Background: an optimization exercise with open tools, aiming at small area and a short achievable clock period. Do not read the settings as production practice. Only simulation tests tie the RTL to the original design; equivalence was not proved.

**design/flow/design.v**
```verilog
module shifter #(
  parameter int AMOUNT = 1
) (
  input  logic [15:0] shift_in,
  output logic [15:0] shift_out
);
  assign shift_out = (shift_in << AMOUNT) | (shift_in >> (16 - AMOUNT));
endmodule
module round (
  input  logic [15:0] x_in, w_in, k1,
  output logic [15:0] x_out, y_out
);
  logic [15:0] a1, a2, a8, x1, b1, b2, b8;
  shifter #(1) A1 (x_in, a1);
  shifter #(8) A8 (x_in, a8);
  shifter #(2) A2 (x_in, a2);
  assign x1 = (a1 & a8) ^ (a2 ^ w_in);
  shifter #(1) B1 (x1, b1);
  shifter #(8) B8 (x1, b8);
  shifter #(2) B2 (x1, b2);
  assign x_out = (b1 & b8) ^ (b2 ^ (x_in ^ k1));
  assign y_out = x1;
endmodule
module key_gen (
  input  logic [63:0] key_in,
  input  logic        z0, z1,
  output logic [63:0] key_out
);
  logic [15:0] p, k1, k2, k3, k4, k5, pn, c0, c1, bc0;
  logic [15:0] k2r1, k3r1, k3r3, k3r4, k3r6, k3r8, pr3, pr4, c0r3, c0r4;
  assign p  = key_in[15:0];
  assign k1 = key_in[31:16];
  assign k2 = key_in[47:32];
  assign k3 = key_in[63:48];
  assign c0 = {14'h3fff, 1'b0, z0};
  assign c1 = {14'h3fff, 1'b0, z1};
  shifter #(15) R2a (k2, k2r1);      
  shifter #(15) R3a (k3, k3r1);      
  shifter #(13) R3b (k3, k3r3);      
  shifter #(12) R3c (k3, k3r4);      
  shifter #(10) R3d (k3, k3r6);      
  shifter #(8)  R3e (k3, k3r8);      
  shifter #(13) RPa (p, pr3);        
  shifter #(12) RPb (p, pr4);        
  shifter #(13) RCa (c0, c0r3);      
  shifter #(12) RCb (c0, c0r4);      
  assign bc0 = c0r3 ^ c0r4;
  assign k4 = p ^ (k3r3 ^ k3r4) ^ c0;
  assign k5 = (k1 ^ (k2 ^ k2r1)) ^ ((pr3 ^ pr4) ^ (k3r6 ^ k3r8)) ^ bc0 ^ c1;
  assign pn = k2 ^ k3 ^ k3r1;
  assign key_out = {k5, k4, k3, pn};
endmodule
module simon32_64 (
	input  logic clk, reset,
	input  logic in_valid,
	output logic in_ready,
	input  logic [31:0] plaintext,
	input  logic [63:0] key,
	output logic out_valid,
	output logic [31:0] ciphertext
);
	localparam logic [2:0] A_FIRST = 3'b110;
	localparam logic [2:0] A_LAST  = 3'b101;
	localparam logic [3:0] B_LAST  = 4'b1101;
	logic [15:0] xa, wa, xb, wb;
	logic [63:0] ka, kb;
	logic [2:0]  ca, ca_next;
	logic [3:0]  cb, cb_next;
	logic        va, free_b, busy_b, last_a, last_b;
	logic [15:0] xab, wab, yab, xba, yba;
	logic [15:0] m_x, m_y, m_k0, m_k1, m_k2, m_k3;
	logic [63:0] kab, kab_raw, kba;
	always_comb begin
		case (ca)
			3'b110:  cb_next = 4'b1100;
			3'b100:  cb_next = 4'b1000;
			3'b000:  cb_next = 4'b1001;
			3'b010:  cb_next = 4'b0100;
			3'b011:  cb_next = 4'b1010;
			3'b001:  cb_next = 4'b0101;
			3'b111:  cb_next = 4'b0000;
			default: cb_next = 4'b1101;
		endcase
		case (cb)
			4'b1100: ca_next = 3'b100;
			4'b1000: ca_next = 3'b000;
			4'b1001: ca_next = 3'b010;
			4'b0100: ca_next = 3'b011;
			4'b1010: ca_next = 3'b001;
			4'b0101: ca_next = 3'b111;
			default: ca_next = 3'b101;
		endcase
	end
	assign last_b = (cb == B_LAST);
	assign last_a = (ca == A_LAST);
	assign kab = {kab_raw[63:48], kab_raw[47:32] & {16{!last_a}}, kab_raw[31:0]};
	round   rab (xa, wa, ka[31:16], xab, yab);
	key_gen gab (ka, ca[2], ca[1], kab_raw);
	round   rba (xb, wb, kb[31:16], xba, yba);
	key_gen gba (kb, cb[3], cb[2], kba);
	assign wab = yab ^ ka[47:32];
	assign m_x  = busy_b ? xba        : plaintext[31:16];
	assign m_y  = busy_b ? yba        : plaintext[15:0];
	assign m_k0 = busy_b ? kb[47:32]  : key[15:0];
	assign m_k1 = busy_b ? kb[63:48]  : key[31:16];
	assign m_k2 = busy_b ? kba[47:32] : key[47:32];
	assign m_k3 = busy_b ? kba[63:48] : key[63:48];
	always_ff @(posedge clk) begin
		xb <= xab;
		wb <= wab;
		kb <= kab;
		cb <= cb_next;
		xa <= m_x;
		wa <= m_y ^ m_k0;
		ka <= {m_k3, m_k2, m_k1, m_k0 ^ m_k1 ^ {m_k1[0], m_k1[15:1]}};
		ca <= busy_b ? ca_next : A_FIRST;
	end
	always_ff @(posedge clk) begin
		if (reset) begin
			va        <= 1'b0;
			free_b    <= 1'b1;
			busy_b    <= 1'b0;
			out_valid <= 1'b0;
		end else begin
			va        <= free_b ? in_valid : !last_b;
			free_b    <= !va;
			busy_b    <= va;
			out_valid <= !free_b && last_b;
		end
	end
	assign in_ready   = free_b;
	assign ciphertext = {xa, wa};
endmodule
```
**design/flow/flow/run.sh**
```bash
#!/bin/bash
# Standard layout (the standard.sh) with three changes:
#  - the port buffers are plain buffers instead of the delay cells that
#    buffer_ports picks by default (repair resizes them where timing needs);
#  - the clock tree is a root buffer driving one level of leaf buffers, with
#    no sink clustering, which gives less insertion delay than the default
#    H-tree with clustered leaves;
#  - the slow cells listed in flow/dont_use.txt are added to the platform's
#    don't-use list, so that synthesis maps the XOR-heavy logic onto faster
#    two-input gates.
set -euo pipefail
export BUFFER_PORTS_ARGS="-buffer_cell sky130_fd_sc_hd__buf_1"
export CTS_ARGS="-repair_clock_nets -buf_list sky130_fd_sc_hd__clkbuf_8 -root_buf sky130_fd_sc_hd__clkbuf_16"
plat=$(make -s -C "$FLOW_HOME" DESIGN_CONFIG="$PWD/config.mk" WORK_HOME="$PWD/orfs" \
  print-DONT_USE_CELLS 2> print_dont_use.log | sed -n 's/^DONT_USE_CELLS: //p')
extra=$(grep -v '^#' flow/dont_use.txt | tr '\n' ' ')
echo "platform: $plat" > dont_use.log
echo "added: $extra" >> dont_use.log
bash standard.sh "DONT_USE_CELLS=$plat $extra" finish > standard_finish.log 2>&1
```
**design/flow/flow/dont_use.txt**
```
# slow cells kept out of synthesis and repair
sky130_fd_sc_hd__xor3_1
sky130_fd_sc_hd__xor3_2
sky130_fd_sc_hd__xor3_4
sky130_fd_sc_hd__xnor3_1
sky130_fd_sc_hd__xnor3_2
sky130_fd_sc_hd__xnor3_4
sky130_fd_sc_hd__or4_1
sky130_fd_sc_hd__or4_2
sky130_fd_sc_hd__or4_4
sky130_fd_sc_hd__nor4_1
sky130_fd_sc_hd__nor4_2
sky130_fd_sc_hd__nor4_4
sky130_fd_sc_hd__and4_1
sky130_fd_sc_hd__and4_2
sky130_fd_sc_hd__and4_4
sky130_fd_sc_hd__nand4_1
sky130_fd_sc_hd__nand4_2
sky130_fd_sc_hd__nand4_4
sky130_fd_sc_hd__or4b_1
sky130_fd_sc_hd__or4bb_1
sky130_fd_sc_hd__nor4b_1
sky130_fd_sc_hd__nor4bb_1
sky130_fd_sc_hd__or3_1
sky130_fd_sc_hd__or3b_1
sky130_fd_sc_hd__nor3_1
```
**design/flow/standard.sh**
```bash
#!/bin/bash
# synth_recipe.tcl (not shown) runs the flow's synth.tcl, then flattens the netlist and writes it again
# the make line also repeats each setting of config.mk as NAME=value (left out here)
make -C /OpenROAD-flow-scripts/flow DESIGN_CONFIG=/design/flow/config.mk WORK_HOME=/design/flow/orfs CLKGATE_MAP_FILE= SYNTH_SCRIPT=/design/flow/synth_recipe.tcl "${@:-finish}"
```
**design/flow/config.mk**
```make
export PLATFORM = sky130hd
export DESIGN_NAME = simon32_64
export DESIGN_NICKNAME = simon32_64
export VERILOG_FILES = /design/flow/design.v
export SDC_FILE = /design/flow/constraint.sdc
export NUM_CORES = 4
export LEC_CHECK = 0
export CAP_MARGIN = 20
export CORE_MARGIN = 2
export CORE_UTILIZATION = 40
export SETUP_SLACK_MARGIN = 0.97
export SLEW_MARGIN = 20
```
**design/flow/constraint.sdc**
```tcl
create_clock -name core_clock -period 2.5 [get_ports {clk}]
set_input_delay 0.5000 -clock core_clock [delete_from_list [all_inputs] [get_ports {clk}]]
set_output_delay 0.5000 -clock core_clock [all_outputs]
set_load 0.01 [all_outputs]
```
==> metrics.md, run 1 <==
| Metric | Value |
|---|---|
| DR vias/cell | 4.67 |
| Max Clock Freq | 0.664 GHz |
| Fin crit share | 0.603 |
| Row cnt | 58 |
| DRT iter0 DRCs | 451 |
| Fin. max-slew vios | 0 |
| Final setup viols | 0 |
| Gate count of the mapped netlist | 1019 |
| WP data required | 2000 ps |
| Critical path class | flop to output pin |
| Input/output buffers | 132 |
| Core area | 0.0251 mm^2 |
| Mapped Area | 0.0102 mm^2 |
| First drt pass iteration count | 4 |
| GPL Wtd Cong | 0.900 |
| Hold Buf Count CTS | 0 |
| Diodes inserted | 0 |
| Final instance area | 0.0119 mm^2 |
| Top delay family on crit path | flip-flops |
| Fin crit period | 1510 ps |
| Clock Skews | 14.5 ps |
| Worst Setup Start Kind | flop |
| Number of synthesized register bits | 203 |
| Drc violations | 0 |
| Final hold vios | 0 |
| First-pass GRT wire length | 44200 um |
| H-tree depth | 4 |
| Total Wirelength | 30900 um |
| Remaining antenna violation count after routing | 0 |
| Area Overhead vs Synth | 16.6% |
| Detailed Place HPWL | 25100 um |
| Max-slew headroom | 0.633 |
| Critical path endpoint category | output pin |
| Worst-Skew Late Latency | 410 ps |
| CP Data Arrival Time | 1010 ps |
| Worst min-delay path class | input pin to flop |
| GRT Util Overall | 0.234 |
| TritonCTS Buffers | 17 |
| Maxcap violations | 0 |
| Die W | 164 um |
| Mapped Nets | 1123 |
| Root Buffer | clkbuf_16 |
| Share of layout cells above drive strength 1 | 0.118 |
| Slowest-stage cell, CP | dfxtp_2 |
| Initial antenna violation count | 0 |
| TritonCTS clock tree | yes |
| Vias | 7029 |
| Starting Density | 0.407 |
| Unrepaired setup endpoints after global routing | true |
| CTS Sinks | 203 |
| CP Buf/Inv Count | 1 |
| Die Y | 164 um |
| Clock transition at the registers of the reported paths | 100 ps |
| TNS Setup | 0 ps |
| Routed WL per cell | 20.6 um |
| Largest net degree at the start of global routing | 44 |
| Hold_ws | 311 ps |
| Placed inst area | 0.0110 mm^2 |
| Vias in the first global route | 7033 |
| Die area | 0.0268 mm^2 |
| Global route overflow | 0 |
| Ports | 133 |
| Max FO, Critical Path | 5 |
| Status | timing/DRC/antenna clean |
| CTS max path bufs | 2 |
| Synth warn | 1 |
| Final Net Count | 1265 |
| Yosys cell types | 26 |
| Slowest Stage Delay on Critical Path | 440 ps |
| Synth Area per Inst | 10.0 um^2 |
| Seq/Total Area, Yosys | 0.398 |
| Worst path cell trace | buf_1 |
| Worst Tran Pin Value | 547 ps |
[cells in the mapped netlist, drive strengths merged]
cell	count	area [um^2]
xnor2	408	3710
dfxtp	203	4060
nor2	95	357
xor2	90	811
a21oi	62	310
nand2	49	184
mux2i	32	320
inv	20	75.1
buf	19	103
clkbuf	10	37.5
nor2b	6	37.5
ha	5	62.6
o21ai	5	25.0
mux2	4	45.0
nand2b	3	18.8
a21boi	1	7.51
and2	1	6.26
nand3	1	5.00
nand3b	1	7.51
nor3b	1	7.51
o211ai	1	7.51
o221ai	1	8.76
o32ai	1	8.76
[metrics by stage]
step | utilization | std cells | setup WS (ps)
2_1_floorplan | - | 1019 | 1140
3_3_place_gp | 0.440 | 1457 | 780
3_5_place_dp | 0.440 | 1457 | 791
4_1_cts | 0.462 | 1491 | 898
5_1_grt | 0.474 | 1504 | 914
6_report | 0.474 | 1504 | 994
[placed cells by master (no fill, tap or decap), types with 2 or more instances in the layout]
cell type  netlist  layout
xnor2_1        390     375
dfxtp_1        203     176
buf_1            0     129
nor2_1          95      95
xor2_1          87      74
a21oi_1         62      62
nand2_1         49      48
xnor2_2         18      31
mux2i_1         32      29
inv_1           20      21
clkbuf_8         0      18
buf_4            3      16
xor2_2           3      14
dfxtp_4          0      14
dfxtp_2          0      13
nor2b_1          6       6
o21ai_0          5       5
ha_1             5       5
mux2_2           4       4
clkinv_2         0       4
nand2b_1         3       3
mux2i_2          0       3
clkinv_4         0       3
inv_6            0       3
clkbuf_2         0       3
xor2_4           0       2
xnor2_4          0       2
[final timing paths]
path,cells past startpoint,endpoint,from,slack [ps]
worst max-delay path,1,ciphertext[17],xa[1],990
worst min-delay path,2,ka[49],key[49],310
worst max register to register,5,xa[14],xb[10],1020
worst min register to register,1,out_valid,free_b,460
[area by class of cell]
type / instances / area, um^2
multi-input combinational: 767 / 6210
fill: 2470 / 13200
inverter: 20 / 75.1
sequential: 203 / 4130
tap: 330 / 413
timing repair buffer: 152 / 693
clock buffer: 19 / 273
clock inverter: 13 / 118
[registers in the layout (all words and copies together) (netlist names), 3 cells and up]
name / count
ka: 64
wa: 16
xa: 16
wb: 16
cb: 4
xb: 16
ca: 3
kb: 64
[cells by family after synthesis]
family          share of synthesized area
xor+xnor                            0.442
flops                               0.398
simple gates                       0.0610
compound gates                     0.0360
buf+inv                            0.0211
mux                                0.0358
fa+ha+maj                         0.00612
[repair_timing]
item | CTS | global route
setup endpoints to repair | 70 | 39
gates resized for setup | 44 | 39
pin swaps | 1 | 1
buffers inserted | 2 | 13
[layer usage]
layer / routed length, um / global-route usage
met1: 14000 / 0.311
met2: 14800 / 0.392
met3: 1460 / 0.0386
met4: 691 / 0.0682
met5: 0 / 0
[worst reg2reg max path: stages, from the launching register on]
cell and delay (ps):
dfxtp_1 430, xor2_1 350, xor2_1 230, xnor2_1 150
xnor2_1 130, a21oi_1 70
==> run 2, diff against run 1 <==
--- a/design/flow/config.mk
+++ b/design/flow/config.mk
@@ -8,5 +8,5 @@
 export CAP_MARGIN = 20
 export CORE_MARGIN = 2
 export CORE_UTILIZATION = 40
-export SETUP_SLACK_MARGIN = 0.97
+export SETUP_SLACK_MARGIN = 0.95
 export SLEW_MARGIN = 20
==> run 2 against run 1 <==
Still clean on timing, DRC and antenna. Global-route usage hardly changed. Clock-buffer cell count stayed put. Routed wire length shrank 0.38%. Cell count down 0.53%. Via count shrank 0.21%. Critical path type is now flop to flop.
==> metrics.md, run 2 <==
| Metric | Value |
|---|---|
| Async SR Flop Fraction | 0 (unchanged) |
| Core area | 0.0251 mm^2 (unchanged) |
| Mapped Area | 0.0102 mm^2 (unchanged) |
| Fin crit period | 1540 ps (was 1510 ps) |
| Largest net degree at the start of global routing | 44 (unchanged) |
| Drc violations | 0 (unchanged) |
| TritonCTS Buffers | 17 (unchanged) |
| Final setup viols | 0 (unchanged) |
| CP Data Arrival Time | 1840 ps (was 1010 ps) |
| Share of layout cells above drive strength 1 | 0.103 (was 0.118) |
| Area of the multi-input gates | 0.00616 mm^2 (was 0.00621 mm^2) |
| Worst Setup Start Kind | flop (unchanged) |
| Leading area contributor after synthesis | dfxtp_1 (unchanged) |
| CTS Sinks | 203 (unchanged) |
| Post-synth top cells | xnor2_1 (390), dfxtp_1 (203), nor2_1 (95) (unchanged) |
| Top post-synthesis cells by area | dfxtp_1 (40%), xnor2_1 (33%), xor2_1 (7.5%) (unchanged) |
| First drt pass iteration count | 5 (was 4) |
| Mapped Nets | 1123 (unchanged) |
| Number of synthesized register bits | 203 (unchanged) |
| Area share of the largest cell type after synthesis | 0.398 (unchanged) |
| Seq/Total Area, Yosys | 0.398 (unchanged) |
| Fin. max-slew vios | 0 (unchanged) |
| H-tree depth | 4 (unchanged) |
| Routed WL per cell | 20.6 um (about the same) |
| GPL Wtd Cong | 0.900 (unchanged) |
| Worst-Skew Late Latency | 410 ps (about the same) |
| Max-slew headroom | 0.640 (was 0.633) |
| Final hold vios | 0 (unchanged) |
| Synth warn | 1 (unchanged) |
| DRT iter0 DRCs | 440 (was 451) |
| Vias | 7014 (was 7029) |
| Clock transition at the registers of the reported paths | 100 ps (about the same) |
| Number of enable flip-flop cells after synthesis | 0 (unchanged) |
| Synth Area per Inst | 10.0 um^2 (unchanged) |
| Max FO, Critical Path | 3 (was 5) |
| Maxcap violations | 0 (unchanged) |
| Hold EP | ka[49] (unchanged) |
| Placed inst area | 0.0110 mm^2 (unchanged) |
| DR vias/cell | 4.69 (was 4.67) |
| Detailed Place HPWL | 25100 um (unchanged) |
| TritonCTS clock tree | yes (unchanged) |
| TNS Setup | 0 ps (unchanged) |
| Worst r2r dst | kb[61] (was xa[14]) |
| Row cnt | 58 (unchanged) |
| Input/output buffers | 132 (unchanged) |
| Sequential cell area | 0.00412 mm^2 (was 0.00413 mm^2) |
| Global route overflow | 0 (unchanged) |
| Critical path class | flop to flop (was flop to output pin) |
| Vias in the first global route | 7028 (was 7033) |
| Unrepaired setup endpoints after global routing | true (unchanged) |
| Hold_sp | key[49] (unchanged) |
| Worst Tran Pin Value | 525 ps (was 547 ps) |
| R2r worst-path depth | 4 (was 5) |
| Status | timing/DRC/antenna clean (unchanged) |
| Worst r2r src | ka[45] (was xb[10]) |
| CTS max path bufs | 2 (unchanged) |
| Initial antenna violation count | 0 (unchanged) |
| Total Wirelength | 30800 um (was 30900 um) |
| Gate count of the mapped netlist | 1019 (unchanged) |
| R2R Setup Slk | 960 ps (was 1020 ps) |
| Predominant post-synthesis flop cell | dfxtp_1 (unchanged) |
| Area Overhead vs Synth | 15.2% (was 16.6%) |
| Top flop regs | ka (64), kb (64) (unchanged) |
| Yosys cell types | 26 (unchanged) |
| Most common cell after layout, fill and taps aside | xnor2_1 (unchanged) |
| Die area | 0.0268 mm^2 (unchanged) |
| Most frequent cells in the layout | xnor2_1 (376), dfxtp_1 (179), buf_1 (131), nor2_1 (95), xor2_1 (75) (was xnor2_1 (375), dfxtp_1 (176), buf_1 (129), nor2_1 (95), xor2_1 (74)) |
| Final instance area | 0.0118 mm^2 (was 0.0119 mm^2) |
| Hold Path Depth | 2 (unchanged) |
| Clock Skews | 15.5 ps (was 14.5 ps) |
| Diodes inserted | 0 (unchanged) |
| Critical path endpoint category | flop (was output pin) |
| WP data required | 2790 ps (was 2000 ps) |
| Die W | 164 um (unchanged) |
| Final Net Count | 1257 (was 1265) |
| Starting Density | 0.407 (unchanged) |
| First-pass GRT wire length | 44200 um (about the same) |
| Max Clock Freq | 0.648 GHz (was 0.664 GHz) |
| Most frequent cell after synthesis | xnor2_1 (unchanged) |
| Die Y | 164 um (unchanged) |
| Layout fillers | 2485 (was 2470) |
| Fin crit share | 0.618 (was 0.603) |
| Worst min-delay path class | input pin to flop (unchanged) |
| Root Buffer | clkbuf_16 (unchanged) |
| Remaining antenna violation count after routing | 0 (unchanged) |
| GRT Util Overall | 0.234 (about the same) |
| Ports | 133 (unchanged) |
## run 2: cell types whose count changed in the layout (fill, tap and decap cells not counted), sizes merged
cell	previous run	this run
clkbuf	22	20
buf	149	143
## run 2: cells by family after synthesis
logic type                 Yosys count  synth area share
xor gates and xnor gates           498             0.442
DFF                                203             0.398
and+or+nand+nor                    157            0.0610
AOI/OAI and AO/OA                   71            0.0360
buffers and inverters               49            0.0211
muxes                               36            0.0358
adders and majority gates            5           0.00612
## run 2: worst max path at each step
| stage | from | depth (start not counted) | slack (ps) | to |
|---|---|---|---|---|
| global route | busy_b | 4 | 950 | ka[1] |
| global placement | xb[8] | 5 | 780 | xa[8] |
| floorplan | ca[1] | 6 | 1140 | kb[37] |
| CTS | xb[12] | 5 | 870 | xa[5] |
| finish | ka[45] | 4 | 960 | kb[61] |
| detailed placement | xb[8] | 5 | 790 | xa[8] |
## run 2: area by class of cell
type | count | area share
Clock buffer | 19 | 0.0232
Timing Repair Buffer | 144 | 0.0519
Inverter | 20 | 0.00638
Sequential cell | 203 | 0.350
Tap cell | 330 | 0.0351
Multi-Input combinational cell | 767 | 0.523
Clock inverter | 13 | 0.00999
## run 2: through the flow
step | worst slack [ps] | instances | hold WS [ps] | utilization
after global placement | 780 | 1457 | 457 | 0.440
after detailed placement | 791 | 1457 | 451 | 0.440
after floorplan | 1140 | 1019 | 329 | -
final | 956 | 1496 | 311 | 0.469
after CTS | 872 | 1490 | 298 | 0.459
after global routing | 946 | 1496 | 314 | 0.469
## run 2: metal layers
metal  global-route usage  part of all wire  up-vias
met5                    0                 0        -
met4               0.0658             0.025        0
met2                0.393              0.48      213
met1                0.310              0.45     3338
li1                     -                 -     3424
met3               0.0379             0.052       39
## run 2: what timing repair did
item / in CTS / in global routing
setup endpoints to repair: 53 / 48
gates resized for setup: 30 / 36
setup buffers: 1 / 6
hold buffers: 0 / 0
pin swaps: 0 / 3
## run 2: critical path, cell delays in order (launching register included)
cell and delay, ps:
dfxtp_1 540, xnor2_1 140, xnor2_1 410, xnor2_1 190
xnor2_1 150
==> run 3, diff against run 2 <==
--- a/design/flow/flow/dont_use.txt
+++ b/design/flow/flow/dont_use.txt
@@ -24,3 +24,10 @@
 sky130_fd_sc_hd__or3_1
 sky130_fd_sc_hd__or3b_1
 sky130_fd_sc_hd__nor3_1
+sky130_fd_sc_hd__mux2_1
+sky130_fd_sc_hd__mux2_2
+sky130_fd_sc_hd__mux2_4
+sky130_fd_sc_hd__mux2_8
+sky130_fd_sc_hd__ha_1
+sky130_fd_sc_hd__ha_2
+sky130_fd_sc_hd__ha_4
==> run 3 against run 2 <==
Still clean on timing, DRC and antenna. Clock-buffer cell count is 2 lower. Sequential cell count is the same. Fmax rose by 2.0%. Via count decreased by 0.40%. Cell area is 0.90% lower. Worst setup slack better by 30 ps. Critical path type is now flop to output pin.
==> metrics.md, run 3 <==
| Metric | Value |
|---|---|
| Fin crit share | 0.606 (was 0.618) |
| Max-slew headroom | 0.689 (was 0.640) |
| Pre-CTS setup slack | 695 ps (was 791 ps) |
| Critical path endpoint category | output pin (was flop) |
| DR vias/cell | 4.68 (was 4.69) |
| Routed WL per cell | 20.8 um (was 20.6 um) |
| Share of layout cells above drive strength 1 | 0.0946 (was 0.103) |
| Most common cell after layout, fill and taps aside | xnor2_1 (unchanged) |
| Critical path class | flop to output pin (was flop to flop) |
| Die area | 0.0267 mm^2 (was 0.0268 mm^2) |
| Die Y | 163 um (was 164 um) |
| Worst path cell trace | buf_1 (was xnor2_1, xnor2_1, xnor2_1, xnor2_1) |
| Area Overhead vs Synth | 14.7% (was 15.2%) |
| GRT Util Overall | 0.237 (was 0.234) |
| CP Data Arrival Time | 1010 ps (was 1840 ps) |
| First drt pass iteration count | 7 (was 5) |
| CTS Sinks | 203 (unchanged) |
| Leading area contributor after synthesis | dfxtp_1 (unchanged) |
| Worst min-delay path class | input pin to flop (unchanged) |
| Crit path depth | 1 (was 4) |
| Top delay family on crit path | flip-flops (was XOR/XNOR gates) |
| Hold_ws | 307 ps (was 311 ps) |
| Most frequent cells in the layout | xnor2_1 (376), dfxtp_1 (178), buf_1 (131), nor2_1 (93), xor2_1 (83) (was xnor2_1 (376), dfxtp_1 (179), buf_1 (131), nor2_1 (95), xor2_1 (75)) |
| First-pass GRT wire length | 44700 um (was 44200 um) |
| Worst Setup Start Kind | flop (unchanged) |
| Drc violations | 0 (unchanged) |
| Number of enable flip-flop cells after synthesis | 0 (unchanged) |
| H-tree depth | 4 (unchanged) |
| GPL Wtd Cong | 0.918 (was 0.900) |
| Async SR Flop Fraction | 0 (unchanged) |
| Clock transition at the registers of the reported paths | 100 ps (about the same) |
| Slowest Stage Delay on Critical Path | 440 ps (was 540 ps) |
| Area share of the largest cell type after synthesis | 0.400 (was 0.398) |
| Mapped Area | 0.0102 mm^2 (about the same) |
| Most frequent cell after synthesis | xnor2_1 (unchanged) |
| Clock Skews | 9.72 ps (was 15.5 ps) |
| Synth Area per Inst | 9.97 um^2 (was 10.0 um^2) |
| Largest net degree at the start of global routing | 43 (was 44) |
| Number of synthesized register bits | 203 (unchanged) |
| Gate count of the mapped netlist | 1020 (was 1019) |
| Core area | 0.0250 mm^2 (was 0.0251 mm^2) |
| Ports | 133 (unchanged) |
| WP data required | 2000 ps (was 2790 ps) |
| Worst-Skew Late Latency | 400 ps (was 410 ps) |
| Predominant post-synthesis flop cell | dfxtp_1 (unchanged) |
| Final Util | 0.466 (was 0.469) |
| Row cnt | 58 (unchanged) |
| CTS max path bufs | 2 (unchanged) |
| Fin. max-slew vios | 0 (unchanged) |
| Die W | 163 um (was 164 um) |
| DRT iter0 DRCs | 488 (was 440) |
| Yosys cell types | 22 (was 26) |
| Seq/Total Area, Yosys | 0.400 (was 0.398) |
| Input/output buffers | 132 (unchanged) |
| Top post-synthesis cells by area | dfxtp_1 (40%), xnor2_1 (33%), xor2_1 (8.1%) (was dfxtp_1 (40%), xnor2_1 (33%), xor2_1 (7.5%)) |
| Mapped Nets | 1119 (was 1123) |
| Status | timing/DRC/antenna clean (unchanged) |
| Root Buffer | clkbuf_16 (unchanged) |
| Max FO, Critical Path | 5 (was 3) |
| Worst Tran Pin Value | 464 ps (was 525 ps) |
| Hold Buf Count CTS | 0 (unchanged) |
| TNS Setup | 0 ps (unchanged) |
| Final worst slack | 986 ps (was 956 ps) |
| Hold Path Depth | 3 (was 2) |
| Post-synth top cells | xnor2_1 (386), dfxtp_1 (203), xor2_1 (94) (was xnor2_1 (390), dfxtp_1 (203), nor2_1 (95)) |
| Vias | 6986 (was 7014) |
| Final hold vios | 0 (unchanged) |
| Unrepaired setup endpoints after global routing | true (unchanged) |
| CP Buf/Inv Count | 1 (was 0) |
| Remaining antenna violation count after routing | 0 (unchanged) |
| Total Wirelength | 31000 um (was 30800 um) |
| Maxcap violations | 0 (unchanged) |
| Synth warn | 1 (unchanged) |
| Top flop regs | ka (64), kb (64) (unchanged) |
| Detailed Place HPWL | 25500 um (was 25100 um) |
| Vias in the first global route | 7014 (was 7028) |
| Slowest-stage cell, CP | dfxtp_2 (was dfxtp_1) |
| Initial antenna violation count | 0 (unchanged) |
| TritonCTS Buffers | 17 (unchanged) |
| Fin crit period | 1510 ps (was 1540 ps) |
| Final setup viols | 0 (unchanged) |
| Diodes inserted | 0 (unchanged) |
| Max Clock Freq | 0.660 GHz (was 0.648 GHz) |
| Starting Density | 0.406 (was 0.407) |
| TritonCTS clock tree | yes (unchanged) |
| R2r worst-path depth | 5 (was 4) |
| Final Net Count | 1250 (was 1257) |
| Global route overflow | 0 (unchanged) |
==> run 3: area by class of cell <==
type                       instances  area, um^2
fill                            2465       13400
multi-input combinational        763        6050
sequential                       203        4120
timing repair buffer             143         596
tap                              330         413
clock buffer                      17         245
clock inverter                    14         155
inverter                          23        86.3
==> run 3: what timing repair did <==
| item | in CTS | in global routing |
|---|---|---|
| setup buffers | 3 | 0 |
| setup endpoints to repair | 43 | 23 |
| pin swaps | 1 | 3 |
| gates resized for setup | 29 | 29 |
==> run 3: cells by family (layout without fill, tap and decap cells) <==
family	Yosys count	count (layout)	share of synthesized area
AO/OA/AOI/OAI	73	73	0.0368
XOR/XNOR	500	500	0.445
buffers and inverters	54	197	0.0231
flip-flops	203	203	0.400
multiplexers	34	34	0.0335
AND/OR/NAND/NOR	156	156	0.0614
==> run 3: through the flow <==
| stage | cell area [um^2] | cells |
|---|---|---|
| floorplan | 10200 | 1020 |
| global placement | 11000 | 1459 |
| detailed placement | 11000 | 1459 |
| CTS | 11500 | 1493 |
| global route | 11700 | 1493 |
| finish | 11700 | 1493 |
==> run 3: path summary, 6_finish.rpt <==
kind | from | to | slack, ps
worst max-delay path | xa[10] | ciphertext[26] | 990
worst min-delay path | key[49] | ka[49] | 310
worst max register to register | xb[6] | xa[10] | 1020
worst min register to register | va | busy_b | 460
==> run 3: metal layers <==
| metal | vias to the layer above | global-route usage | part of all wire |
|---|---|---|---|
| li1 | 3414 | - | - |
| met1 | 3336 | 0.304 | 0.43 |
| met2 | 200 | 0.403 | 0.48 |
| met3 | 34 | 0.0391 | 0.056 |
| met4 | 2 | 0.0772 | 0.024 |
| met5 | - | 0.0152 | 0.0017 |
==> run 4, diff against run 3 <==
--- a/design/flow/config.mk
+++ b/design/flow/config.mk
@@ -8,5 +8,5 @@
 export CAP_MARGIN = 20
 export CORE_MARGIN = 2
 export CORE_UTILIZATION = 40
-export SETUP_SLACK_MARGIN = 0.95
+export SETUP_SLACK_MARGIN = 1.0
 export SLEW_MARGIN = 20
==> run 4 against run 3 <==
Clock skew grew 2.5 ps. Register-to-register slack about the same. Die area unchanged. Worst setup slack improved by 24 ps. Cell count is 0.74% higher. Global-route usage increased by 0.15 points. First-iteration DRC count up 10%. Still clean on timing, DRC and antenna. Worst hold slack worse by 2.3 ps. Area after synthesis unchanged.
==> metrics.md, run 4 <==
| Metric | Value |
|---|---|
| Status | timing/DRC/antenna clean (unchanged) |
| Max-slew headroom | 0.696 (was 0.689) |
| Routed WL per cell | 20.9 um (was 20.8 um) |
| H-tree depth | 4 (unchanged) |
| Wl on met1 | 13400 um (about the same) |
| Initial antenna violation count | 0 (unchanged) |
| Top flop regs | ka (64), kb (64) (unchanged) |
| Global route overflow | 0 (unchanged) |
| Worst r2r src | xb[6] (unchanged) |
| Post-synth top cells | xnor2_1 (386), dfxtp_1 (203), xor2_1 (94) (unchanged) |
| GPL Wtd Cong | 0.918 (unchanged) |
| Final hold vios | 0 (unchanged) |
| Maxcap violations | 0 (unchanged) |
| Diodes inserted | 0 (unchanged) |
| Most frequent cell after synthesis | xnor2_1 (unchanged) |
| Seq/Total Area, Yosys | 0.400 (unchanged) |
| Row cnt | 58 (unchanged) |
| TNS Setup | 0 ps (unchanged) |
| Yosys cell types | 22 (unchanged) |
| Mapped Area | 0.0102 mm^2 (unchanged) |
| Mapped Nets | 1119 (unchanged) |
| DRT iter0 DRCs | 538 (was 488) |
| Fin crit period | 1490 ps (was 1510 ps) |
| Worst r2r dst | xa[9] (was xa[10]) |
| Async SR Flop Fraction | 0 (unchanged) |
| Top post-synthesis cells by area | dfxtp_1 (40%), xnor2_1 (33%), xor2_1 (8.1%) (unchanged) |
| Final Util | 0.475 (was 0.466) |
| Ports | 133 (unchanged) |
| Number of enable flip-flop cells after synthesis | 0 (unchanged) |
| Worst min-delay path class | input pin to flop (unchanged) |
| Top delay family on crit path | flip-flops (unchanged) |
| Vias | 7076 (was 6986) |
| Core area | 0.0250 mm^2 (unchanged) |
| TritonCTS clock tree | yes (unchanged) |
| Slowest Stage Delay on Critical Path | 430 ps (was 440 ps) |
| Critical path class | flop to output pin (unchanged) |
| Die area | 0.0267 mm^2 (unchanged) |
| Synth Area per Inst | 9.97 um^2 (unchanged) |
| Unrepaired setup endpoints after global routing | true (unchanged) |
| R2R Setup Slk | 1020 ps (about the same) |
| Vias in the first global route | 7041 (was 7014) |
| Input/output buffers | 132 (unchanged) |
| Area share of the largest cell type after synthesis | 0.400 (unchanged) |
| Detailed Place HPWL | 25500 um (unchanged) |
| Number of synthesized register bits | 203 (unchanged) |
| Hold_sp | key[49] (unchanged) |
| Share of layout cells above drive strength 1 | 0.131 (was 0.0946) |
| Critical path endpoint category | output pin (unchanged) |
| Die Y | 163 um (unchanged) |
| Worst Tran Pin Value | 453 ps (was 464 ps) |
| Synth warn | 1 (unchanged) |
| Final setup viols | 0 (unchanged) |
| Fin crit share | 0.596 (was 0.606) |
| Final Net Count | 1261 (was 1250) |
| Most frequent cells in the layout | xnor2_1 (372), dfxtp_1 (169), buf_1 (118), nor2_1 (93), xor2_1 (78) (was xnor2_1 (376), dfxtp_1 (178), buf_1 (131), nor2_1 (93), xor2_1 (83)) |
| Slowest-stage cell, CP | dfxtp_4 (was dfxtp_2) |
| CTS max path bufs | 2 (unchanged) |
| Total Wirelength | 31400 um (was 31000 um) |
| Hold EP | ka[49] (unchanged) |
| Non-filler cells in the finished layout | 1504 (was 1493) |
| Max Clock Freq | 0.671 GHz (was 0.660 GHz) |
| Worst-Skew Late Latency | 400 ps (about the same) |
| First-pass GRT wire length | 45000 um (was 44700 um) |
| Clock Skews | 12.2 ps (was 9.72 ps) |
| Max FO, Critical Path | 5 (unchanged) |
| Die W | 163 um (unchanged) |
| Fin. max-slew vios | 0 (unchanged) |
| Starting Density | 0.406 (unchanged) |
| Placed instance count | 1459 (unchanged) |
| Largest net degree at the start of global routing | 43 (unchanged) |
| R2r worst-path depth | 5 (unchanged) |
| Hold Path Depth | 3 (unchanged) |
| Root Buffer | clkbuf_16 (unchanged) |
| CP Data Arrival Time | 990 ps (was 1010 ps) |
| Drc violations | 0 (unchanged) |
| Routed wl met2 | 15100 um (about the same) |
| WP data required | 2000 ps (about the same) |
| Top layer reached by signal wires | met5 (unchanged) |
| Predominant post-synthesis flop cell | dfxtp_1 (unchanged) |
| Most common cell after layout, fill and taps aside | xnor2_1 (unchanged) |
| Worst Setup Start Kind | flop (unchanged) |
| Area Overhead vs Synth | 16.9% (was 14.7%) |
| TritonCTS Buffers | 17 (unchanged) |
| DR WL met3 | 1910 um (was 1750 um) |
| CTS Sinks | 203 (unchanged) |
| Worst path cell trace | buf_2 (was buf_1) |
| GRT Util Overall | 0.238 (was 0.237) |
| Gate count of the mapped netlist | 1020 (unchanged) |
| CP Buf/Inv Count | 1 (unchanged) |
| Remaining antenna violation count after routing | 0 (unchanged) |
| Clock transition at the registers of the reported paths | 100 ps (about the same) |
| Leading area contributor after synthesis | dfxtp_1 (unchanged) |
| First drt pass iteration count | 8 (was 7) |
| DR vias/cell | 4.70 (was 4.68) |
## run 4: cell type report
type	instances	area [um^2]
fillers	2434	13100
multi-input cells	763	6140
flip-flops and latches	203	4150
repair buffers	154	698
well taps	330	413
clock buffers	17	245
clock inverters	14	155
inverters	23	86.3
## run 4: timing repair
action,4_1_cts,5_1_grt
pin swaps,1,6
setup buffers,7,7
hold buffers,0,0
gates resized for setup,56,45
setup endpoints to repair,64,41
endpoints found under the hold margin,0,0
## run 4: per-stage QoR
step / hold WS, ps / area (um^2) / setup slack [ps]
2_1_floorplan: 329 / 10200 / 1230
3_3_place_gp: 448 / 11000 / 714
5_1_grt: 324 / 11900 / 953
4_1_cts: 304 / 11700 / 960
6_report: 304 / 11900 / 1010
3_5_place_dp: 447 / 11000 / 695
## run 4: worst max-delay path by stage
stage                           endpoint  slack [ps]  startpoint  depth (start not counted)
after CTS                          xa[8]         960       xb[4]                          5
after global placement             ka[8]         710      busy_b                          4
after global routing               ka[8]         950      busy_b                          4
after detailed placement           ka[8]         700      busy_b                          4
final                     ciphertext[28]        1010      xa[12]                          1
after floorplan                    wa[0]        1230      busy_b                          6
## run 4: cells by family after synthesis
| family | after synthesis | synth area share |
|---|---|---|
| xor gates and xnor gates | 500 | 0.445 |
| buffers and inverters | 54 | 0.0231 |
| DFF | 203 | 0.400 |
| muxes | 34 | 0.0335 |
| AOI/OAI and AO/OA | 73 | 0.0368 |
| and+or+nand+nor | 156 | 0.0614 |
## run 4: routing by layer
metal / GRT usage / vias up
li1: - / 3426
met5: 0.0152 / -
met1: 0.305 / 3375
met2: 0.406 / 225
met4: 0.0796 / 2
met3: 0.0396 / 48
## run 4: worst min-delay path, cell delays in order
cell and delay (ps):
buf_1 70, inv_1 40, o21ai_0 60
==> run 5, diff against run 4 <==
--- a/design/flow/config.mk
+++ b/design/flow/config.mk
@@ -8,5 +8,5 @@
 export CAP_MARGIN = 20
 export CORE_MARGIN = 2
 export CORE_UTILIZATION = 40
-export SETUP_SLACK_MARGIN = 1.0
+export SETUP_SLACK_MARGIN = 0.9
 export SLEW_MARGIN = 20
==> run 5 against run 4 <==
Cell area down 2.7%. Via count down 0.24%. Fmax down 8.2%. Critical endpoint is now xa[3]. Still clean.
==> metrics.md, run 5 <==
| Metric | Value |
|---|---|
| Final Net Count | 1250 (was 1261) |
| Routed WL per cell | 20.8 um (was 20.9 um) |
| Worst r2r src | xb[15] (was xb[6]) |
| Leading area contributor after synthesis | dfxtp_1 (unchanged) |
| Ports | 133 (unchanged) |
| Mapped Area | 0.0102 mm^2 (unchanged) |
| Wl on met1 | 13700 um (was 13400 um) |
| Final hold vios | 0 (unchanged) |
| R2R Setup Slk | 880 ps (was 1020 ps) |
| R2r worst-path depth | 5 (unchanged) |
| Hold_ws | 311 ps (was 304 ps) |
| Fin. max-slew vios | 0 (unchanged) |
| DR WL met3 | 1490 um (was 1910 um) |
| Drc violations | 0 (unchanged) |
| Critical path endpoint category | flop (was output pin) |
| Worst path cell trace | xor2_1, xor2_1, xnor2_1, xnor2_1, a21oi_1 (was buf_2) |
| Placed instance count | 1459 (unchanged) |
| TNS Setup | 0 ps (unchanged) |
| Layout fillers | 2465 (was 2434) |
| Status | timing/DRC/antenna clean (unchanged) |
| Die Y | 163 um (unchanged) |
| CTS max path bufs | 2 (unchanged) |
| First-pass GRT wire length | 44600 um (was 45000 um) |
| Worst r2r dst | xa[3] (was xa[9]) |
| Most frequent cell after synthesis | xnor2_1 (unchanged) |
| DR vias/cell | 4.73 (was 4.70) |
| Final Util | 0.462 (was 0.475) |
| Diodes inserted | 0 (unchanged) |
| Most frequent cells in the layout | xnor2_1 (377), dfxtp_1 (187), buf_1 (132), nor2_1 (93), xor2_1 (88) (was xnor2_1 (372), dfxtp_1 (169), buf_1 (118), nor2_1 (93), xor2_1 (78)) |
| Gate count of the mapped netlist | 1020 (unchanged) |
| Input/output buffers | 132 (unchanged) |
| Maxcap violations | 0 (unchanged) |
| Largest net degree at the start of global routing | 43 (unchanged) |
| Clock transition at the registers of the reported paths | 100 ps (about the same) |
| Unrepaired setup endpoints after global routing | true (unchanged) |
| Synth Area per Inst | 9.97 um^2 (unchanged) |
| Max-slew headroom | 0.696 (about the same) |
| H-tree depth | 4 (unchanged) |
| Yosys cell types | 22 (unchanged) |
| CTS Sinks | 203 (unchanged) |
| Final setup viols | 0 (unchanged) |
| First drt pass iteration count | 5 (was 8) |
| Total Wirelength | 31000 um (was 31400 um) |
| Crit. Startpoint | xb[15] (was xa[12]) |
| Number of enable flip-flop cells after synthesis | 0 (unchanged) |
| Fin crit period | 1620 ps (was 1490 ps) |
| GPL Wtd Cong | 0.918 (unchanged) |
| Crit path depth | 5 (was 1) |
| Non-filler cells in the finished layout | 1493 (was 1504) |
| Area share of the largest cell type after synthesis | 0.400 (unchanged) |
| Remaining antenna violation count after routing | 0 (unchanged) |
| Top delay family on crit path | XOR/XNOR gates (was flip-flops) |
| Worst Setup Start Kind | flop (unchanged) |
| TritonCTS clock tree | yes (unchanged) |
| DRT iter0 DRCs | 477 (was 538) |
| Routed wl met2 | 14800 um (was 15100 um) |
| Synth warn | 1 (unchanged) |
| Global route overflow | 0 (unchanged) |
| Top flop regs | ka (64), kb (64) (unchanged) |
| Die W | 163 um (unchanged) |
| Max FO, Critical Path | 4 (was 5) |
| Share of layout cells above drive strength 1 | 0.0791 (was 0.131) |
| Root Buffer | clkbuf_16 (unchanged) |
| Hold Buf Count CTS | 0 (unchanged) |
| Predominant post-synthesis flop cell | dfxtp_1 (unchanged) |
| Top post-synthesis cells by area | dfxtp_1 (40%), xnor2_1 (33%), xor2_1 (8.1%) (unchanged) |
| Fin crit share | 0.649 (was 0.596) |
| Max Clock Freq | 0.616 GHz (was 0.671 GHz) |
| Async SR Flop Fraction | 0 (unchanged) |
| Detailed Place HPWL | 25500 um (unchanged) |
| Slowest-stage cell, CP | dfxtp_1 (was dfxtp_4) |
| Number of synthesized register bits | 203 (unchanged) |
| Initial antenna violation count | 0 (unchanged) |
| Worst Tran Pin Value | 444 ps (was 453 ps) |
| Area Overhead vs Synth | 13.7% (was 16.9%) |
| Worst min-delay path class | input pin to flop (unchanged) |
| Mapped Nets | 1119 (unchanged) |
| Core area | 0.0250 mm^2 (unchanged) |
| Most common cell after layout, fill and taps aside | xnor2_1 (unchanged) |
| Clock Skews | 9.47 ps (was 12.2 ps) |
| Die area | 0.0267 mm^2 (unchanged) |
| Vias | 7059 (was 7076) |
| GRT Util Overall | 0.237 (was 0.238) |
| Critical path class | flop to flop (was flop to output pin) |
| Vias in the first global route | 7025 (was 7041) |
| Starting Density | 0.406 (unchanged) |
| Top layer reached by signal wires | met5 (unchanged) |
| CP Buf/Inv Count | 0 (was 1) |
| Slowest Stage Delay on Critical Path | 500 ps (was 430 ps) |
| Row cnt | 58 (unchanged) |
| CP Data Arrival Time | 1910 ps (was 990 ps) |
| Seq/Total Area, Yosys | 0.400 (unchanged) |
| Worst-Skew Late Latency | 400 ps (about the same) |
| Post-synth top cells | xnor2_1 (386), dfxtp_1 (203), xor2_1 (94) (unchanged) |
| Crit path to | xa[3] (was ciphertext[28]) |
| WP data required | 2780 ps (was 2000 ps) |
| TritonCTS Buffers | 17 (unchanged) |
[run 5: changes by cell type in the layout (fill, tap and decap cells not counted), sizes merged]
cell and change:
clkbuf -11
[run 5: worst min-delay path by stage]
stage | start | end | slack, ps | cells past startpoint
finish | key[49] | ka[49] | 310 | 3
global route | key[62] | ka[62] | 320 | 3
CTS | key[49] | ka[49] | 300 | 3
detailed placement | va | busy_b | 450 | 1
global placement | va | busy_b | 450 | 1
floorplan | ka[49] | kb[17] | 330 | 0
[run 5: worst min-delay path, cell delays in order]
cell and delay, ps:
buf_1 70, inv_1 40, o21ai_0 60
[run 5: what timing repair did]
action / 4_1_cts / 5_1_grt
resized for setup: 15 / 16
setup buffers: 3 / 0
pin swaps: 0 / 2
setup endpoints to repair: 29 / 16
endpoints found under the hold margin: 0 / 0
[run 5: per-stage QoR]
stage	instance area [um^2]	setup WS (ps)
finish	11600	877
global route	11600	835
CTS	11500	893
detailed placement	11000	695
global placement	11000	714
floorplan	10200	1230
[run 5: kinds of logic after synthesis]
group                     share of synthesized area
DFF                                           0.400
xor gates and xnor gates                      0.445
AOI/OAI and AO/OA                            0.0368
muxes                                        0.0335
and+or+nand+nor                              0.0614
buffers and inverters                        0.0231
[run 5: area by class of cell]
cell class                      count  area (um^2)  share of cell area
Clock buffer                       17          245              0.0212
Clock inverter                     14          155              0.0134
Inverter                           23         86.3             0.00747
Multi-Input combinational cell    763         5980               0.517
Sequential cell                   203         4090               0.353
Tap cell                          330          413              0.0357
Timing Repair Buffer              143          594              0.0514
[run 5: layer usage]
metal	track usage	vias to the layer above
met2	0.396	202
met4	0.0929	2
met1	0.306	3397
met5	0.0152	-
li1	-	3415
met3	0.0350	43
==> run 6, diff against run 5 <==
==> design/flow/config.mk (replaced) <==
export PLATFORM = sky130hd
export DESIGN_NAME = simon32_64
export DESIGN_NICKNAME = simon32_64
export VERILOG_FILES = /design/flow/design.v
export SDC_FILE = /design/flow/constraint.sdc
export NUM_CORES = 4
export LEC_CHECK = 0
export CAP_MARGIN = 5
export CORE_MARGIN = 2
export CORE_UTILIZATION = 40
export SETUP_SLACK_MARGIN = 0.95
export SLEW_MARGIN = 5
==> run 6 against run 5 <==
Still clean. Worst hold slack worse by 4.6 ps. Area after synthesis stayed put. Sequential share of layout area about the same. Routed wire length rose by 0.18%. Clock skew hardly changed. Cell area grew 0.83%. Fmax is 7.2% higher. Critical path type is now flop to output pin. Highest routed layer unchanged.
==> metrics.md, run 6 <==
| Metric | Value |
|---|---|
| Status | timing/DRC/antenna clean (unchanged) |
| Max FO, Critical Path | 5 (was 4) |
| Final hold vios | 0 (unchanged) |
| GPL Wtd Cong | 0.918 (unchanged) |
| Critical path class | flop to output pin (was flop to flop) |
| Worst r2r src | xb[6] (was xb[15]) |
| Row cnt | 58 (unchanged) |
| Die area | 0.0267 mm^2 (unchanged) |
| Ports | 133 (unchanged) |
| Core area | 0.0250 mm^2 (unchanged) |
| WP data required | 2000 ps (was 2780 ps) |
| Worst r2r dst | xa[10] (was xa[3]) |
| H-tree depth | 4 (unchanged) |
| Clock Skews | 9.72 ps (was 9.47 ps) |
| Global route overflow | 0 (unchanged) |
| R2R Setup Slk | 1020 ps (was 880 ps) |
| Crit path depth | 1 (was 5) |
| Max Clock Freq | 0.660 GHz (was 0.616 GHz) |
| Sequential cell area | 0.00412 mm^2 (was 0.00409 mm^2) |
| Final Net Count | 1250 (unchanged) |
| Synth Area per Inst | 9.97 um^2 (unchanged) |
| Worst min-delay path class | input pin to flop (unchanged) |
| Predominant post-synthesis flop cell | dfxtp_1 (unchanged) |
| Routed WL per cell | 20.8 um (about the same) |
| Pre-CTS setup slack | 695 ps (unchanged) |
| Layout fillers | 2465 (unchanged) |
| M3 GR Usage | 0.0391 (was 0.0350) |
| Clock transition at the registers of the reported paths | 100 ps (about the same) |
| Unrepaired setup endpoints after global routing | true (unchanged) |
| R2r worst-path depth | 5 (unchanged) |
| Synth warn | 1 (unchanged) |
| Top delay family on crit path | flip-flops (was XOR/XNOR gates) |
| Area share of the largest cell type after synthesis | 0.400 (unchanged) |
| CTS max path bufs | 2 (unchanged) |
| Number of enable flip-flop cells after synthesis | 0 (unchanged) |
| Vias | 6986 (was 7059) |
| Hold_ws | 307 ps (was 311 ps) |
| Post-synth top cells | xnor2_1 (386), dfxtp_1 (203), xor2_1 (94) (unchanged) |
| CTS Sinks | 203 (unchanged) |
| Drc violations | 0 (unchanged) |
| Leading area contributor after synthesis | dfxtp_1 (unchanged) |
| Most common cell after layout, fill and taps aside | xnor2_1 (unchanged) |
| Worst-Skew Late Latency | 400 ps (about the same) |
| Largest net degree at the start of global routing | 43 (unchanged) |
| Crit path to | ciphertext[26] (was xa[3]) |
| Diodes inserted | 0 (unchanged) |
| Met1 Track Usage GR | 0.304 (was 0.306) |
| Final setup viols | 0 (unchanged) |
| Most frequent cell after synthesis | xnor2_1 (unchanged) |
| First drt pass iteration count | 7 (was 5) |
| Die W | 163 um (unchanged) |
| Total Wirelength | 31000 um (about the same) |
| TritonCTS clock tree | yes (unchanged) |
| Async SR Flop Fraction | 0 (unchanged) |
| Mapped Nets | 1119 (unchanged) |
| CP Buf/Inv Count | 1 (was 0) |
| Gate count of the mapped netlist | 1020 (unchanged) |
| Worst Tran Pin Value | 464 ps (was 444 ps) |
| Yosys cell types | 22 (unchanged) |
| Critical path endpoint category | output pin (was flop) |
| Die Y | 163 um (unchanged) |
| Max-slew headroom | 0.689 (was 0.696) |
| Final worst slack | 986 ps (was 877 ps) |
| Fin. max-slew vios | 0 (unchanged) |
| Worst Setup Start Kind | flop (unchanged) |
| Most frequent cells in the layout | xnor2_1 (376), dfxtp_1 (178), buf_1 (131), nor2_1 (93), xor2_1 (83) (was xnor2_1 (377), dfxtp_1 (187), buf_1 (132), nor2_1 (93), xor2_1 (88)) |
| Remaining antenna violation count after routing | 0 (unchanged) |
| Initial antenna violation count | 0 (unchanged) |
| Worst path cell trace | buf_1 (was xor2_1, xor2_1, xnor2_1, xnor2_1, a21oi_1) |
| Mapped Area | 0.0102 mm^2 (unchanged) |
| Starting Density | 0.406 (unchanged) |
| Number of synthesized register bits | 203 (unchanged) |
| Top flop regs | ka (64), kb (64) (unchanged) |
| Seq/Total Area, Yosys | 0.400 (unchanged) |
| Area of the multi-input gates | 0.00605 mm^2 (was 0.00598 mm^2) |
| GRT Util Overall | 0.237 (about the same) |
| GR Util met2 | 0.403 (was 0.396) |
| Detailed Place HPWL | 25500 um (unchanged) |
| Slowest-stage cell, CP | dfxtp_2 (was dfxtp_1) |
| First-pass GRT wire length | 44700 um (was 44600 um) |
| CP Data Arrival Time | 1010 ps (was 1910 ps) |
| Slowest Stage Delay on Critical Path | 440 ps (was 500 ps) |
| Area Overhead vs Synth | 14.7% (was 13.7%) |
| Fin crit period | 1510 ps (was 1620 ps) |
| TritonCTS Buffers | 17 (unchanged) |
| DR vias/cell | 4.68 (was 4.73) |
| Fin crit share | 0.606 (was 0.649) |
| TNS Setup | 0 ps (unchanged) |
| DRT iter0 DRCs | 488 (was 477) |
| Root Buffer | clkbuf_16 (unchanged) |
| Input/output buffers | 132 (unchanged) |
| Top post-synthesis cells by area | dfxtp_1 (40%), xnor2_1 (33%), xor2_1 (8.1%) (unchanged) |
| Maxcap violations | 0 (unchanged) |
| Crit. Startpoint | xa[10] (was xb[15]) |
| Share of layout cells above drive strength 1 | 0.0946 (was 0.0791) |
| Busiest grt layer | met2 (unchanged) |
| Vias in the first global route | 7014 (was 7025) |
-- run 6: cell counts after synthesis --
Identical to the previous run, type by type.
-- run 6: repair_timing --
item,in CTS,in global routing
buffers inserted,3,0
pin swaps,1,3
gates resized for setup,29,29
hold buffers,0,0
setup endpoints to repair,43,23
-- run 6: per-layer routing --
| layer | vias up | routed length [um] |
|---|---|---|
| met3 | 34 | 1750 |
| met4 | 2 | 754 |
| met2 | 200 | 15100 |
| li1 | 3414 | - |
| met1 | 3336 | 13400 |
| met5 | - | 52 |
-- run 6: cell families after synthesis --
group           Yosys count  share of synthesized area
buf+inv                  54                     0.0231
xor+xnor                500                      0.445
mux                      34                     0.0335
flops                   203                      0.400
simple gates            156                     0.0614
compound gates           73                     0.0368
-- run 6: stage by stage --
step	cell area, um^2	util	std cells
CTS	11500	0.460	1493
global placement	11000	0.439	1459
global route	11700	0.466	1493
finish	11700	0.466	1493
detailed placement	11000	0.439	1459
floorplan	10200	-	1020
-- run 6: final cells by class --
cell class	instances	area share
Multi-Input combinational cell	763	0.519
Clock inverter	14	0.0133
Inverter	23	0.00740
Clock buffer	17	0.0210
Tap cell	330	0.0354
Sequential cell	203	0.353
Timing Repair Buffer	143	0.0511
-- run 6: worst min path at each step --
| stage | slack [ps] | from | cells after the start | end |
|---|---|---|---|---|
| after floorplan | 330 | ka[49] | 0 | kb[17] |
| after global placement | 450 | va | 1 | busy_b |
| after detailed placement | 450 | va | 1 | busy_b |
| after CTS | 300 | key[49] | 3 | ka[49] |
| after global routing | 320 | key[62] | 3 | ka[62] |
| final | 310 | key[49] | 3 | ka[49] |
==> run 7, diff against run 6 <==
--- a/design/flow/flow/dont_use.txt
+++ b/design/flow/flow/dont_use.txt
@@ -1,4 +1,6 @@
-# slow cells kept out of synthesis and repair
+# cells kept out of synthesis and repair: slow three-input XORs, slow wide
+# OR/NOR/AND/NAND gates, the two-input multiplexer (the load multiplexer maps
+# faster onto inverting mux and AOI gates) and the half adder
 sky130_fd_sc_hd__xor3_1
 sky130_fd_sc_hd__xor3_2
 sky130_fd_sc_hd__xor3_4
--- a/design/flow/config.mk
+++ b/design/flow/config.mk
@@ -5,8 +5,8 @@
 export SDC_FILE = /design/flow/constraint.sdc
 export NUM_CORES = 4
 export LEC_CHECK = 0
-export CAP_MARGIN = 5
+export CAP_MARGIN = 20
 export CORE_MARGIN = 2
 export CORE_UTILIZATION = 40
 export SETUP_SLACK_MARGIN = 0.95
-export SLEW_MARGIN = 5
+export SLEW_MARGIN = 20
==> run 7 against run 6 <==
Die area stayed put. Sequential share of layout area unchanged. Clock-buffer cell count unchanged. Via count unchanged. Worst hold slack stayed put. Register-to-register slack barely moved. Critical path depth stayed put. Sequential cell count stayed put. Cell area unchanged. Critical path type unchanged. Highest routed layer unchanged.
==> metrics.md, run 7 <==
| Metric | Value |
|---|---|
| Adder-cell share of the synthesized area | 0 (unchanged) |
| Leading area contributor after synthesis | dfxtp_1 (unchanged) |
| Mapped Nets | 1119 (unchanged) |
| Final Net Count | 1250 (unchanged) |
| Routed WL per cell | 20.8 um (unchanged) |
| TritonCTS Buffers | 17 (unchanged) |
| GRT Util Overall | 0.237 (unchanged) |
| TNS Setup | 0 ps (unchanged) |
| Worst path cell trace | buf_1 (unchanged) |
| Gate count of the mapped netlist | 1020 (unchanged) |
| Vias in the first global route | 7014 (unchanged) |
| Area share of the largest cell type after synthesis | 0.400 (unchanged) |
| Slowest Stage Delay on Critical Path | 440 ps (about the same) |
| Initial antenna violation count | 0 (unchanged) |
| Global route overflow | 0 (unchanged) |
| Number of enable flip-flop cells after synthesis | 0 (unchanged) |
| Worst-Skew Late Latency | 400 ps (about the same) |
| Max FO, Critical Path | 5 (unchanged) |
| Async SR Flop Fraction | 0 (unchanged) |
| Complex-gate fraction of the synthesized area | 0.0368 (unchanged) |
| Input/output buffers | 132 (unchanged) |
| Drc violations | 0 (unchanged) |
| Largest net degree at the start of global routing | 43 (unchanged) |
| Clock Skews | 9.72 ps (unchanged) |
| Starting Density | 0.406 (unchanged) |
| Mux contribution to synthesized area | 0.0335 (unchanged) |
| Xor/xnor share of the synthesized area | 0.445 (unchanged) |
| Simple-gate area share of the yosys netlist | 0.0614 (unchanged) |
| Area Overhead vs Synth | 14.7% (unchanged) |
| Fin crit period | 1510 ps (unchanged) |
| Yosys cell types | 22 (unchanged) |
| Row cnt | 58 (unchanged) |
| Post-synth top cells | xnor2_1 (386), dfxtp_1 (203), xor2_1 (94) (unchanged) |
| Most frequent cell after synthesis | xnor2_1 (unchanged) |
| CTS Sinks | 203 (unchanged) |
| Worst Setup Start Kind | flop (unchanged) |
| Clock transition at the registers of the reported paths | 100 ps (about the same) |
| Largest family of logic cells by synthesized area | XOR/XNOR gates (unchanged) |
| Detailed Place HPWL | 25500 um (unchanged) |
| First drt pass iteration count | 7 (unchanged) |
| Layout fillers | 2465 (unchanged) |
| CTS max path bufs | 2 (unchanged) |
| Root Buffer | clkbuf_16 (unchanged) |
| Worst min-delay path class | input pin to flop (unchanged) |
| Share of layout cells above drive strength 1 | 0.0946 (unchanged) |
| Hold_ws | 307 ps (unchanged) |
| CP Buf/Inv Count | 1 (unchanged) |
| Most frequent cells in the layout | xnor2_1 (376), dfxtp_1 (178), buf_1 (131), nor2_1 (93), xor2_1 (83) (unchanged) |
| Diodes inserted | 0 (unchanged) |
| Synth Area per Inst | 9.97 um^2 (unchanged) |
| Max Clock Freq | 0.660 GHz (unchanged) |
| Die Y | 163 um (unchanged) |
| Predominant post-synthesis flop cell | dfxtp_1 (unchanged) |
| Max-slew headroom | 0.689 (unchanged) |
| Top flop regs | ka (64), kb (64) (unchanged) |
| Top delay family on crit path | flip-flops (unchanged) |
| Top post-synthesis cells by area | dfxtp_1 (40%), xnor2_1 (33%), xor2_1 (8.1%) (unchanged) |
| Ports | 133 (unchanged) |
| Maxcap violations | 0 (unchanged) |
| WP data required | 2000 ps (about the same) |
| TritonCTS clock tree | yes (unchanged) |
| Slowest-stage cell, CP | dfxtp_2 (unchanged) |
| Vias | 6986 (unchanged) |
| DRT iter0 DRCs | 488 (unchanged) |
| Most common cell after layout, fill and taps aside | xnor2_1 (unchanged) |
| Die area | 0.0267 mm^2 (unchanged) |
| CP Data Arrival Time | 1010 ps (about the same) |
| Worst Tran Pin Value | 464 ps (unchanged) |
| Mapped Area | 0.0102 mm^2 (unchanged) |
| DR vias/cell | 4.68 (unchanged) |
| Seq/Total Area, Yosys | 0.400 (unchanged) |
| Synth warn | 1 (unchanged) |
| Remaining antenna violation count after routing | 0 (unchanged) |
| Total Wirelength | 31000 um (unchanged) |
| Number of synthesized register bits | 203 (unchanged) |
| Fin crit share | 0.606 (unchanged) |
| Final hold vios | 0 (unchanged) |
| Critical path class | flop to output pin (unchanged) |
| Core area | 0.0250 mm^2 (unchanged) |
| Status | timing/DRC/antenna clean (unchanged) |
| First-pass GRT wire length | 44700 um (unchanged) |
| Unrepaired setup endpoints after global routing | true (unchanged) |
| Die W | 163 um (unchanged) |
| GPL Wtd Cong | 0.918 (unchanged) |
| Critical path endpoint category | output pin (unchanged) |
| H-tree depth | 4 (unchanged) |
| Final setup viols | 0 (unchanged) |
| Fin. max-slew vios | 0 (unchanged) |
[run 7: cell counts after synthesis]
Identical to the previous run, type by type.
[run 7: final timing paths]
check,from,slack [ps],end,cells past startpoint
setup / recovery,xa[10],990,ciphertext[26],1
hold reg to reg,va,460,busy_b,1
setup reg to reg,xb[6],1020,xa[10],5
hold / removal,key[49],310,ka[49],3
[run 7: layer usage]
metal,global-route usage,up-vias,share of wire
met5,0.0152,-,0.0017
met4,0.0772,2,0.024
met3,0.0391,34,0.056
met2,0.403,200,0.48
met1,0.304,3336,0.43
li1,-,3414,-
[run 7: cell type report]
| class | count | area (um^2) | area share |
|---|---|---|---|
| clock buffers | 17 | 245 | 0.0210 |
| clock inverters | 14 | 155 | 0.0133 |
| inverters | 23 | 86.3 | 0.00740 |
| multi-input cells | 763 | 6050 | 0.519 |
| flip-flops and latches | 203 | 4120 | 0.353 |
| well taps | 330 | 413 | 0.0354 |
| repair buffers | 143 | 596 | 0.0511 |
[run 7: what timing repair did]
item,4_1_cts,5_1_grt
endpoints found under the setup margin,43,23
hold buffers,0,0
pin swaps,1,3
gates resized for setup,29,29
setup buffers,3,0
hold endpoints to repair,0,0
[run 7: worst reg2reg max path: stages, from the launching register on]
cell     delay, ps
dfxtp_1        410
xor2_1         260
xor2_1         290
xnor2_1        180
xnor2_1        140
a21oi_1         80
[run 7: logic make-up (layout without fill, tap and decap cells)]
kind of cell	Yosys count	in the layout
compound gates	73	73
xor+xnor	500	500
buf+inv	54	197
flops	203	203
mux	34	34
simple gates	156	156
[run 7: metrics by stage]
step                      std cells  utilization  instance area (um^2)  setup slack, ps
after floorplan                1020            -                 10200             1230
after global placement         1459        0.439                 11000              714
after detailed placement       1459        0.439                 11000              695
after CTS                      1493        0.460                 11500              895
after global routing           1493        0.466                 11700              921
final                          1493        0.466                 11700              986

-- re-timing with driven ports --
No port has a modelled driver above. Below, the same layouts with a new extraction and two added sets of constraints.
Step 1 assumes that a clkbuf_16 drives the clock port and a buf_2 every other input.
Step 2 times the ports against the registers' clock, not the clock port: input delays grow and output delays shrink by t, the midpoint of the rising clock arrivals with the driver on.
a / b / c = ideal ports / drivers / drivers and shift; a / b = the first two.
| run | t (ns) | setup WS [ns] | hold slack, ns |
|---|---|---|---|
| run 1 | 0.446 | 0.994 / 0.946 / 1.021 | 0.311 / 0.287 / 0.460 |
| run 2 | 0.447 | 0.956 / 0.943 / 0.956 | 0.311 / 0.286 / 0.461 |
| run 3 | 0.439 | 0.986 / 0.939 / 1.016 | 0.307 / 0.281 / 0.461 |
| run 4 | 0.443 | 1.010 / 0.963 / 1.015 | 0.304 / 0.278 / 0.461 |
| run 5 | 0.438 | 0.877 / 0.871 / 0.877 | 0.311 / 0.285 / 0.461 |
| run 6 | 0.439 | 0.986 / 0.939 / 1.016 | 0.307 / 0.281 / 0.461 |
| run 7 | 0.439 | 0.986 / 0.939 / 1.016 | 0.307 / 0.281 / 0.461 |
After both steps setup and hold are still met in every run listed.
